Context: an optimization exercise on an open-source flow, tuned for small area. The choices shown serve that exercise and are no tape-out recipe.
Where RTL was checked, it was by simulation tests only, not by an equivalence proof against the original.
Power figures rest on the tool's default switching activity, not on a simulated workload.

== maple ==
## wlan_interleaver_top
module wlan_interleaver_top(
    input wire clk,
    input wire reset,
    input wire il_in,
    output wire il_out,
    input wire dil_in,
    output wire dil_out
    );
Size in the first run: roughly 360 cells after synthesis, ~200 flip-flops, roughly 6 I/O pins.
export LEC_CHECK = 0
export ABC_AREA = 1
export CAP_MARGIN = 20
export CORE_MARGIN = 2
export CORE_UTILIZATION = 60
export CTS_BUF_LIST = sky130_fd_sc_hd__clkbuf_4
export CTS_CLUSTER_DIAMETER = 50
export CTS_CLUSTER_SIZE = 10
export SLEW_MARGIN = 20
create_clock -name core_clock -period 25.0 [get_ports {clk}]
standard.sh (not shown) runs the stock make flow with config.mk's settings and CLKGATE_MAP_FILE= SYNTH_SCRIPT=/design/flow/synth_recipe.tcl, a recipe that flattens the netlist after the stock synthesis.
==> flow/flow/run.sh <==
#!/bin/bash
# Own layout flow: the standard layout (standard.sh), run with a copy of
# the ORFS scripts in which only the ABC area script differs (pure area
# mapping, no buffering or gate upsizing for ABC's picosecond-read clock
# period); port buffers are the smallest buffer, and CTS uses clkbuf_4 and
# no dummy loads. Each step's full output goes to a log file here.
set -euo pipefail
W=$(pwd)
rm -rf "$W/own_scripts"
cp -r "$FLOW_HOME/scripts" "$W/own_scripts"
cp "$W/flow/abc_area.script" "$W/own_scripts/abc_area.script"
ARGS=(
  "SCRIPTS_DIR=$W/own_scripts"
  "BUFFER_PORTS_ARGS=-buffer_cell sky130_fd_sc_hd__buf_1"
  "CTS_ARGS=-sink_clustering_enable -repair_clock_nets -sink_clustering_size 12 -sink_clustering_max_diameter 40 -buf_list sky130_fd_sc_hd__clkbuf_4 -dont_use_dummy_load -distance_between_buffers 200"
)
bash standard.sh "${ARGS[@]}" synth > "$W/log_synth.txt" 2>&1
bash standard.sh "${ARGS[@]}" finish > "$W/log_layout.txt" 2>&1
test -f "$W/out/final.def"
==> flow/flow/abc_area.script <==
strash
ifraig
scorr
dc2
strash
dch -f
amap
topo
Inputs modified between maple and indigo:
diff --git a/flow/flow/run.sh b/flow/flow/run.sh
--- a/flow/flow/run.sh
+++ b/flow/flow/run.sh
@@ -13,5 +13,5 @@
   "SCRIPTS_DIR=$W/own_scripts"
   "BUFFER_PORTS_ARGS=-buffer_cell sky130_fd_sc_hd__buf_1"
-  "CTS_ARGS=-sink_clustering_enable -repair_clock_nets -sink_clustering_size 12 -sink_clustering_max_diameter 40 -buf_list sky130_fd_sc_hd__clkbuf_4 -dont_use_dummy_load -distance_between_buffers 200"
+  "CTS_ARGS=-sink_clustering_enable -repair_clock_nets -sink_clustering_size 12 -sink_clustering_max_diameter 40 -buf_list sky130_fd_sc_hd__clkbuf_4 -dont_use_dummy_load -sink_clustering_levels 1"
 )
 bash standard.sh "${ARGS[@]}" synth > "$W/log_synth.txt" 2>&1
Findings:
Summary of indigo over maple: remaining global-route overflow has remained practically unchanged, proportion of total power due to net switching shows no meaningful change. Reported for maple and indigo, final area turned out identical to the last digit. maple -> indigo: HPWL after detailed placement delta 0, exact match.
--- input diff indigo..willow ---
diff --git a/flow/flow/run.sh b/flow/flow/run.sh
--- a/flow/flow/run.sh
+++ b/flow/flow/run.sh
@@ -13,5 +13,5 @@
   "SCRIPTS_DIR=$W/own_scripts"
   "BUFFER_PORTS_ARGS=-buffer_cell sky130_fd_sc_hd__buf_1"
-  "CTS_ARGS=-sink_clustering_enable -repair_clock_nets -sink_clustering_size 12 -sink_clustering_max_diameter 40 -buf_list sky130_fd_sc_hd__clkbuf_4 -dont_use_dummy_load -sink_clustering_levels 1"
+  "CTS_ARGS=-sink_clustering_enable -repair_clock_nets -sink_clustering_size 12 -sink_clustering_max_diameter 40 -buf_list sky130_fd_sc_hd__clkbuf_4 -dont_use_dummy_load -root_buf sky130_fd_sc_hd__clkbuf_8 -tree_buf sky130_fd_sc_hd__clkbuf_8"
 )
 bash standard.sh "${ARGS[@]}" synth > "$W/log_synth.txt" 2>&1
Findings:
Cmp willow vs indigo: clock-cell share of area higher in willow. [compare] base=indigo new=willow: final critical path time including I/O delays and setup went up 78 ps, via count of the first global-routing pass held, buffering overhead held, wire length of the first global-routing pass held.
### willow -> zinc
diff --git a/flow/flow/run.sh b/flow/flow/run.sh
--- a/flow/flow/run.sh
+++ b/flow/flow/run.sh
@@ -13,5 +13,5 @@
   "SCRIPTS_DIR=$W/own_scripts"
   "BUFFER_PORTS_ARGS=-buffer_cell sky130_fd_sc_hd__buf_1"
-  "CTS_ARGS=-sink_clustering_enable -repair_clock_nets -sink_clustering_size 12 -sink_clustering_max_diameter 40 -buf_list sky130_fd_sc_hd__clkbuf_4 -dont_use_dummy_load -root_buf sky130_fd_sc_hd__clkbuf_8 -tree_buf sky130_fd_sc_hd__clkbuf_8"
+  "CTS_ARGS=-sink_clustering_enable -repair_clock_nets -sink_clustering_size 10 -sink_clustering_max_diameter 50 -buf_list sky130_fd_sc_hd__clkbuf_4 -dont_use_dummy_load"
 )
 bash standard.sh "${ARGS[@]}" synth > "$W/log_synth.txt" 2>&1
diff --git a/flow/config.mk b/flow/config.mk
--- a/flow/config.mk
+++ b/flow/config.mk
@@ -9,5 +9,5 @@
 export CAP_MARGIN = 20
 export CORE_MARGIN = 2
-export CORE_UTILIZATION = 60
+export CORE_UTILIZATION = 40
 export CTS_BUF_LIST = sky130_fd_sc_hd__clkbuf_4
 export CTS_CLUSTER_DIAMETER = 50
Results
Clock latency at the later pin of the worst-skew pair: zinc higher than willow
Re worst hold path cell count: no difference whatsoever between willow and zinc.
Per the comparison of zinc with willow, maximum frequency has increased; share of power burned in the clock network stayed essentially flat.
For die footprint, dividing the value from zinc by the value from willow gives 1.5.
Post-detailed-routing wire length in zinc is 3.8% below willow.
In the tables for willow and zinc, power density relative to cell area reads higher with willow.
Delta (zinc minus willow): number of buffers created by CTS went up by about 14%; area inside the core boundary went up by 0.0040 sq mm.
Width of the chip is lower on willow

run A:
Another version of the RTL of wlan_interleaver_top (not shown whole).
For scale: ~340 cells after synthesis, ~200 flip-flops, ~6 I/O pins, roughly 0.0048 mm² of cells after synthesis.
export LEC_CHECK = 0
export ABC_AREA = 1
export CAP_MARGIN = 20
export CORE_MARGIN = 2
export CORE_UTILIZATION = 60
export CTS_BUF_LIST = sky130_fd_sc_hd__clkbuf_4
export CTS_CLUSTER_DIAMETER = 50
export CTS_CLUSTER_SIZE = 10
export SLEW_MARGIN = 20
create_clock -name core_clock -period 25.0 [get_ports {clk}]
==> flow/flow/run.sh <==
#!/bin/bash
# Own layout flow: the standard layout (standard.sh), run with a copy of
# the ORFS scripts in which only the ABC area script differs (pure area
# mapping, no buffering or gate upsizing for ABC's picosecond-read clock
# period); port buffers are the smallest buffer, and CTS uses clkbuf_4 and
# no dummy loads. Each step's full output goes to a log file here.
set -euo pipefail
W=$(pwd)
rm -rf "$W/own_scripts"
cp -r "$FLOW_HOME/scripts" "$W/own_scripts"
cp "$W/flow/abc_area.script" "$W/own_scripts/abc_area.script"
ARGS=(
  "SCRIPTS_DIR=$W/own_scripts"
  "BUFFER_PORTS_ARGS=-buffer_cell sky130_fd_sc_hd__buf_1"
  "CTS_ARGS=-sink_clustering_enable -repair_clock_nets -sink_clustering_size 11 -sink_clustering_max_diameter 40 -buf_list sky130_fd_sc_hd__clkbuf_4 -dont_use_dummy_load"
)
bash standard.sh "${ARGS[@]}" synth > "$W/log_synth.txt" 2>&1
bash standard.sh "${ARGS[@]}" finish > "$W/log_layout.txt" 2>&1
test -f "$W/out/final.def"
Scripts as last shown in full above: flow/flow/abc_area.script
Run A | status: complete | timing, DRC, antenna: pass
--- input diff run A..run B ---
Settings: a change of CORE_UTILIZATION from 60 to 55.
--- a/flow/flow/run.sh
+++ b/flow/flow/run.sh
@@ -13,5 +13,5 @@
   "SCRIPTS_DIR=$W/own_scripts"
   "BUFFER_PORTS_ARGS=-buffer_cell sky130_fd_sc_hd__buf_1"
-  "CTS_ARGS=-sink_clustering_enable -repair_clock_nets -sink_clustering_size 11 -sink_clustering_max_diameter 40 -buf_list sky130_fd_sc_hd__clkbuf_4 -dont_use_dummy_load"
+  "CTS_ARGS=-sink_clustering_enable -repair_clock_nets -sink_clustering_size 12 -sink_clustering_max_diameter 40 -buf_list sky130_fd_sc_hd__clkbuf_4 -dont_use_dummy_load"
 )
 bash standard.sh "${ARGS[@]}" synth > "$W/log_synth.txt" 2>&1
[summary]
Lower number of search-and-repair iterations in the first detailed-routing pass was reported by run B, not run A. Run A has a higher worst slew margin relative to its limit than run B. Run B vs run A, clock group share of total power went down by 0.3 points. Per the comparison of run B with run A, met2 wire length now sits lower, relative area of clock buffers and inverters in the final design now sits at about the same level.
diff inputs: run B => run C
Settings: a change of CORE_UTILIZATION from 55 to 60.
--- a/flow/flow/run.sh
+++ b/flow/flow/run.sh
@@ -13,5 +13,5 @@
   "SCRIPTS_DIR=$W/own_scripts"
   "BUFFER_PORTS_ARGS=-buffer_cell sky130_fd_sc_hd__buf_1"
-  "CTS_ARGS=-sink_clustering_enable -repair_clock_nets -sink_clustering_size 12 -sink_clustering_max_diameter 40 -buf_list sky130_fd_sc_hd__clkbuf_4 -dont_use_dummy_load"
+  "CTS_ARGS=-sink_clustering_enable -repair_clock_nets -sink_clustering_size 10 -sink_clustering_max_diameter 40 -buf_list sky130_fd_sc_hd__clkbuf_4 -dont_use_dummy_load"
 )
 bash standard.sh "${ARGS[@]}" synth > "$W/log_synth.txt" 2>&1
Notes after the runs:
- Detailed-route via count went down slightly going from run B to run C.
- Register fraction of the total cell area on run C is down relative to run B.
- Run B → run C: fmax saw a decrease, final standard cell count with taps included and fillers excluded shrank by about 0.6%.
> inputs changed (run C -> run D)
--- a/flow/flow/run.sh
+++ b/flow/flow/run.sh
@@ -13,5 +13,5 @@
   "SCRIPTS_DIR=$W/own_scripts"
   "BUFFER_PORTS_ARGS=-buffer_cell sky130_fd_sc_hd__buf_1"
-  "CTS_ARGS=-sink_clustering_enable -repair_clock_nets -sink_clustering_size 10 -sink_clustering_max_diameter 40 -buf_list sky130_fd_sc_hd__clkbuf_4 -dont_use_dummy_load"
+  "CTS_ARGS=-sink_clustering_enable -repair_clock_nets -sink_clustering_size 12 -sink_clustering_max_diameter 30 -buf_list sky130_fd_sc_hd__clkbuf_4 -dont_use_dummy_load"
 )
 bash standard.sh "${ARGS[@]}" synth > "$W/log_synth.txt" 2>&1
Results
- Pin count of the biggest net entering global routing: run D > run C
- Run D ends up with lower overall routed net length than run C does.
- Maximum clock rate: run C vs run D — no meaningful difference
- Compared with run C, run D shows a lower time the final worst path needs with I/O delays and setup.
Relative to run D, the following input files were edited for run E:
--- a/flow/flow/run.sh
+++ b/flow/flow/run.sh
@@ -13,5 +13,5 @@
   "SCRIPTS_DIR=$W/own_scripts"
   "BUFFER_PORTS_ARGS=-buffer_cell sky130_fd_sc_hd__buf_1"
-  "CTS_ARGS=-sink_clustering_enable -repair_clock_nets -sink_clustering_size 12 -sink_clustering_max_diameter 30 -buf_list sky130_fd_sc_hd__clkbuf_4 -dont_use_dummy_load"
+  "CTS_ARGS=-sink_clustering_enable -repair_clock_nets -sink_clustering_size 12 -sink_clustering_max_diameter 50 -buf_list sky130_fd_sc_hd__clkbuf_4 -dont_use_dummy_load"
 )
 bash standard.sh "${ARGS[@]}" synth > "$W/log_synth.txt" 2>&1
--- outcome ---
The final layout from run E, which completed every stage, passed the timing, DRC and antenna checks at the end of the flow. Run D → run E: relative area of non-clock buffer cells in the final design about even; clock transition at the registers of the reported paths comparable; cell internal power dissipation now smaller; cell count shows a reduction of 1.3%. Looking at startpoint of the most critical setup path, the u_dil.out result is from run D; the u_il.out one comes from run E.

Another version of the RTL of wlan_interleaver_top (not shown whole).
Size: roughly 450 cells after synthesis, about 200 flip-flops, roughly 6 I/O pins, ~0.0055 mm² of cells after synthesis.
// wlan_interleaver_top
module wlan_interleaver_top(
    input wire clk,
    input wire reset,
    input wire il_in,
    output wire il_out,
    input wire dil_in,
    output wire dil_out
    );
	reg [4:0] B;
	reg [1:0] e;
	always @(posedge clk or negedge reset)
	begin
		if (!reset)
		begin
			B <= 5'd20;
			e <= 2'd0;
		end
		else if (e == 2'd2)
		begin
			B <= B + 5'd1;
			e <= 2'd0;
		end
		else
			e <= e + 2'd1;
	end
	reg sig_dl, sig_il;
	always @(posedge clk or negedge reset)
	begin
		if (!reset)
		begin
			sig_dl <= 1'b1;
			sig_il <= 1'b1;
		end
		else
		begin
			if ({B, e} == {5'd9, 2'd2})
				sig_dl <= 1'b0;
			if (!sig_dl && {B, e} == {5'd26, 2'd2})
				sig_il <= 1'b0;
		end
	end
	interleaver u_il (
		.clk(clk),
		.B(B),
		.e(e),
		.sig(sig_il),
		.in(il_in),
		.out(il_out)
	);
	deinterleaver u_dil (
		.clk(clk),
		.B(B),
		.e(e),
		.sig(sig_dl),
		.in(dil_in),
		.out(dil_out)
	);
endmodule
export LEC_CHECK = 0
export ABC_AREA = 1
export CAP_MARGIN = 20
export CORE_MARGIN = 2
export CORE_UTILIZATION = 40
export CTS_BUF_LIST = sky130_fd_sc_hd__clkbuf_16
export CTS_CLUSTER_DIAMETER = 80
export CTS_CLUSTER_SIZE = 25
export SLEW_MARGIN = 20
create_clock -name core_clock -period 25.0 [get_ports {clk}]
run.sh (not shown) runs the stock make flow with config.mk's settings and CLKGATE_MAP_FILE= SYNTH_SCRIPT=/design/flow/synth_recipe.tcl, a recipe that flattens the netlist after the stock synthesis.
Stock flow here: none of the scripts above is used.
The first run produced a clean layout.
Change:
Settings changed: CTS_BUF_LIST sky130_fd_sc_hd__clkbuf_16 to sky130_fd_sc_hd__clkbuf_4, CTS_CLUSTER_DIAMETER 80 to unset, CTS_CLUSTER_SIZE 25 to unset.
Power increases by about 10%.
Non-clock buffer count stays the same.
Setup slack is worse by 0.096 ns.
Area after synthesis does not change.
Sequential power is about the same.
Via count increases by about 7%.
Die area is unchanged.
Sequential share of layout area decreases by 2.5 points.
No functional check of the RTL was part of any run of this note.

job 7304:
wlan_interleaver_top with an RTL version that a note above also has.
For scale: about 360 cells after synthesis, ~200 flip-flops, about 6 I/O pins, about 5000 µm² of cells after synthesis.
clock: 25.0 ns
lec_check: 0
abc_area: 1
cap_margin: 20
core_margin: 2
core_utilization: 60
cts_buf_list: sky130_fd_sc_hd__clkbuf_4
cts_cluster_diameter: 50
cts_cluster_size: 10
slew_margin: 20
standard.sh (not shown) runs the stock make flow with config.mk's settings and CLKGATE_MAP_FILE= SYNTH_SCRIPT=/design/flow/synth_recipe.tcl, a recipe that flattens the netlist after the stock synthesis.
==> flow/flow/run.sh <==
#!/bin/bash
# Own layout flow: the standard layout (standard.sh), run with a copy of
# the ORFS scripts in which only the ABC area script differs (pure area
# mapping, no buffering or gate upsizing for ABC's picosecond-read clock
# period); port buffers are the smallest buffer, and CTS uses clkbuf_4 and
# no dummy loads. Each step's full output goes to a log file here.
set -euo pipefail
W=$(pwd)
rm -rf "$W/own_scripts"
cp -r "$FLOW_HOME/scripts" "$W/own_scripts"
cp "$W/flow/abc_area.script" "$W/own_scripts/abc_area.script"
ARGS=(
  "SCRIPTS_DIR=$W/own_scripts"
  "BUFFER_PORTS_ARGS=-buffer_cell sky130_fd_sc_hd__buf_1"
  "CTS_ARGS=-sink_clustering_enable -repair_clock_nets -sink_clustering_size 13 -sink_clustering_max_diameter 40 -buf_list sky130_fd_sc_hd__clkbuf_4 -dont_use_dummy_load"
)
bash standard.sh "${ARGS[@]}" synth > "$W/log_synth.txt" 2>&1
bash standard.sh "${ARGS[@]}" finish > "$W/log_layout.txt" 2>&1
test -f "$W/out/final.def"
Scripts as last shown in full above: flow/flow/abc_area.script
Job 7304: no failed stages, no open violations at the end
--- input diff job 7304..job 4972 ---
- changing CORE_UTILIZATION from 60 to 70
diff --git a/flow/flow/run.sh b/flow/flow/run.sh
--- a/flow/flow/run.sh
+++ b/flow/flow/run.sh
@@ -13,5 +13,5 @@
   "SCRIPTS_DIR=$W/own_scripts"
   "BUFFER_PORTS_ARGS=-buffer_cell sky130_fd_sc_hd__buf_1"
-  "CTS_ARGS=-sink_clustering_enable -repair_clock_nets -sink_clustering_size 13 -sink_clustering_max_diameter 40 -buf_list sky130_fd_sc_hd__clkbuf_4 -dont_use_dummy_load"
+  "CTS_ARGS=-sink_clustering_enable -repair_clock_nets -sink_clustering_size 12 -sink_clustering_max_diameter 30 -buf_list sky130_fd_sc_hd__clkbuf_4 -dont_use_dummy_load"
 )
 bash standard.sh "${ARGS[@]}" synth > "$W/log_synth.txt" 2>&1
Findings:
- Job 4972 reached the final stage; the timing, DRC and antenna checks on its layout passed.
- Looking at ratio of cells with drive above 1 in the final layout, job 4972 sits 1.2 points above job 7304.
- In the reports for job 7304 and job 4972, the smaller hold slack belongs to job 7304.
- Job 4972 ends up with a die height that is about 7% lower than in job 7304.
- Against job 7304, design area in job 4972 rose slightly.
- [job 4972 vs job 7304] net switching power: higher in job 4972
- Via count, job 7304 and job 4972: lower on job 7304
- Compared with job 7304, job 4972 shows number of detailed-routing iterations run before antenna repair higher by 2.
- Taking job 7304 as the reference, in job 4972 global-route usage +3.3 points; post-synthesis to final-layout area growth +0.53 points.
- On non-clock buffering overhead in the final layout, job 7304 and job 4972 are basically level.
Modified inputs, job 9339 compared to job 4972
- CORE_UTILIZATION changed from 70 to 60
diff --git a/flow/flow/run.sh b/flow/flow/run.sh
--- a/flow/flow/run.sh
+++ b/flow/flow/run.sh
@@ -13,5 +13,5 @@
   "SCRIPTS_DIR=$W/own_scripts"
   "BUFFER_PORTS_ARGS=-buffer_cell sky130_fd_sc_hd__buf_1"
-  "CTS_ARGS=-sink_clustering_enable -repair_clock_nets -sink_clustering_size 12 -sink_clustering_max_diameter 30 -buf_list sky130_fd_sc_hd__clkbuf_4 -dont_use_dummy_load"
+  "CTS_ARGS=-sink_clustering_enable -repair_clock_nets -sink_clustering_size 12 -sink_clustering_max_diameter 40 -buf_list sky130_fd_sc_hd__clkbuf_4 -dont_use_dummy_load"
 )
 bash standard.sh "${ARGS[@]}" synth > "$W/log_synth.txt" 2>&1
==> flow/flow/abc_area.script <==
strash
dch -f
if -K 4 -a
strash
dch -f
amap
topo
## What came out
- In summary, job 9339 completed successfully, with a layout that passed the timing, DRC and antenna checks.
- Routed length on met1 down 0.43% in job 9339 wrt job 4972
- Looking only at routed length per instance, and setting everything else aside, the lower value of job 9339 and job 4972 goes to job 9339.
- Comparing job 4972 against job 9339, there is no change at all in peak fanout along the critical path.
- Diff job 4972 -> job 9339 | total of fill cells in the finished design | increase of 206
- Re proportion of layout cells with a drive suffix above 1: job 9339 and job 4972 aren't equal, and the lower value belongs to job 9339.
- Per the comparison of job 9339 with job 4972, utilization decreased by 12 points relative to the old numbers; worst-case register-to-register setup slack decreased by 0.32 ns relative to the old numbers; via count decreased by about 0.8% relative to the old numbers.
- Job 4972 -> job 9339: cell area increased slightly
What job 3783 does differently from job 9339 at the input level:
diff --git a/flow/flow/run.sh b/flow/flow/run.sh
--- a/flow/flow/run.sh
+++ b/flow/flow/run.sh
@@ -13,5 +13,5 @@
   "SCRIPTS_DIR=$W/own_scripts"
   "BUFFER_PORTS_ARGS=-buffer_cell sky130_fd_sc_hd__buf_1"
-  "CTS_ARGS=-sink_clustering_enable -repair_clock_nets -sink_clustering_size 12 -sink_clustering_max_diameter 40 -buf_list sky130_fd_sc_hd__clkbuf_4 -dont_use_dummy_load"
+  "CTS_ARGS=-sink_clustering_enable -repair_clock_nets -sink_clustering_size 40 -sink_clustering_max_diameter 80 -buf_list sky130_fd_sc_hd__clkbuf_16 -root_buf sky130_fd_sc_hd__clkbuf_4 -tree_buf sky130_fd_sc_hd__clkbuf_4 -dont_use_dummy_load"
 )
 bash standard.sh "${ARGS[@]}" synth > "$W/log_synth.txt" 2>&1
--- outcome ---
Compared with job 9339, in job 3783 clock-pin slew of the registers on the worst-case setup and hold paths higher, total chip power higher. Cell internal power dissipation, job 3783 and job 9339: smaller value in job 9339. Job 3783 vs job 9339 on sum of routed wire segments on met1: job 3783 is the higher one.

-- static timing again, ports no longer ideal --
The results above use ideal ports. As a check the final layouts listed here were re-extracted and re-timed, cells and wires unchanged. Step 1 (the two cells are an assumption about what drives the block):
set clk [get_ports {clk}]
set_driving_cell -lib_cell sky130_fd_sc_hd__clkbuf_16 $clk
set_driving_cell -lib_cell sky130_fd_sc_hd__buf_2 [delete_from_list [all_inputs] $clk]
Step 2 also shifts input and output timing later by t, the mid clock arrival at the registers, as if the neighbouring blocks saw the same clock. a / b / c = no drivers / after step 1 / after step 2; a / b = the first two.
| run | shift t [ns] | setup slack, ns | slew at the worst register clock pin (ns) | worst data-port slew with drivers (ns) | cell pins on the clock port's net |
|---|---|---|---|---|---|
| maple | 0.575 | 18.785 / 18.798 / 18.223 | 0.11 / 0.11 | 0.03 | 1 |
| indigo | 0.575 | 18.785 / 18.798 / 18.223 | 0.11 / 0.11 | 0.03 | 1 |
| willow | 0.498 | 18.708 / 18.721 / 18.223 | 0.11 / 0.11 | 0.03 | 1 |
| zinc | 0.588 | 18.867 / 18.885 / 18.297 | 0.10 / 0.10 | 0.04 | 1 |
| run A | 0.574 | 18.956 / 18.928 / 19.501 | 0.11 / 0.11 | 0.03 | 1 |
| run B | 0.569 | 18.992 / 18.964 / 19.532 | 0.11 / 0.11 | 0.03 | 1 |
| run C | 0.571 | 18.971 / 18.942 / 19.513 | 0.10 / 0.10 | 0.03 | 1 |
| run D | 0.560 | 18.987 / 18.958 / 19.519 | 0.11 / 0.11 | 0.03 | 1 |
| run E | 0.556 | 18.993 / 18.962 / 19.519 | 0.12 / 0.12 | 0.03 | 1 |
| the first run of note 3 | 0.493 | 18.716 / 18.675 / 18.471 | 0.09 / 0.09 | 0.03 | 1 |
| the second run of note 3 | 0.587 | 18.621 / 18.588 / 18.462 | 0.07 / 0.07 | 0.03 | 1 |
| job 7304 | 0.566 | 18.799 / 18.810 / 18.244 | 0.12 / 0.12 | 0.03 | 1 |
| job 4972 | 0.574 | 18.834 / 18.842 / 18.268 | 0.11 / 0.11 | 0.03 | 1 |
| job 9339 | 0.554 | 18.983 / 18.963 / 18.439 | 0.12 / 0.12 | 0.03 | 1 |
| job 3783 | 0.525 | 18.995 / 18.965 / 18.510 | 0.13 / 0.13 | 0.03 | 1 |
After both steps setup and hold are still met in every run listed. The setup slack of zinc, which loses most, moves by +0.018 ns with the drivers and by -0.570 ns with both steps.
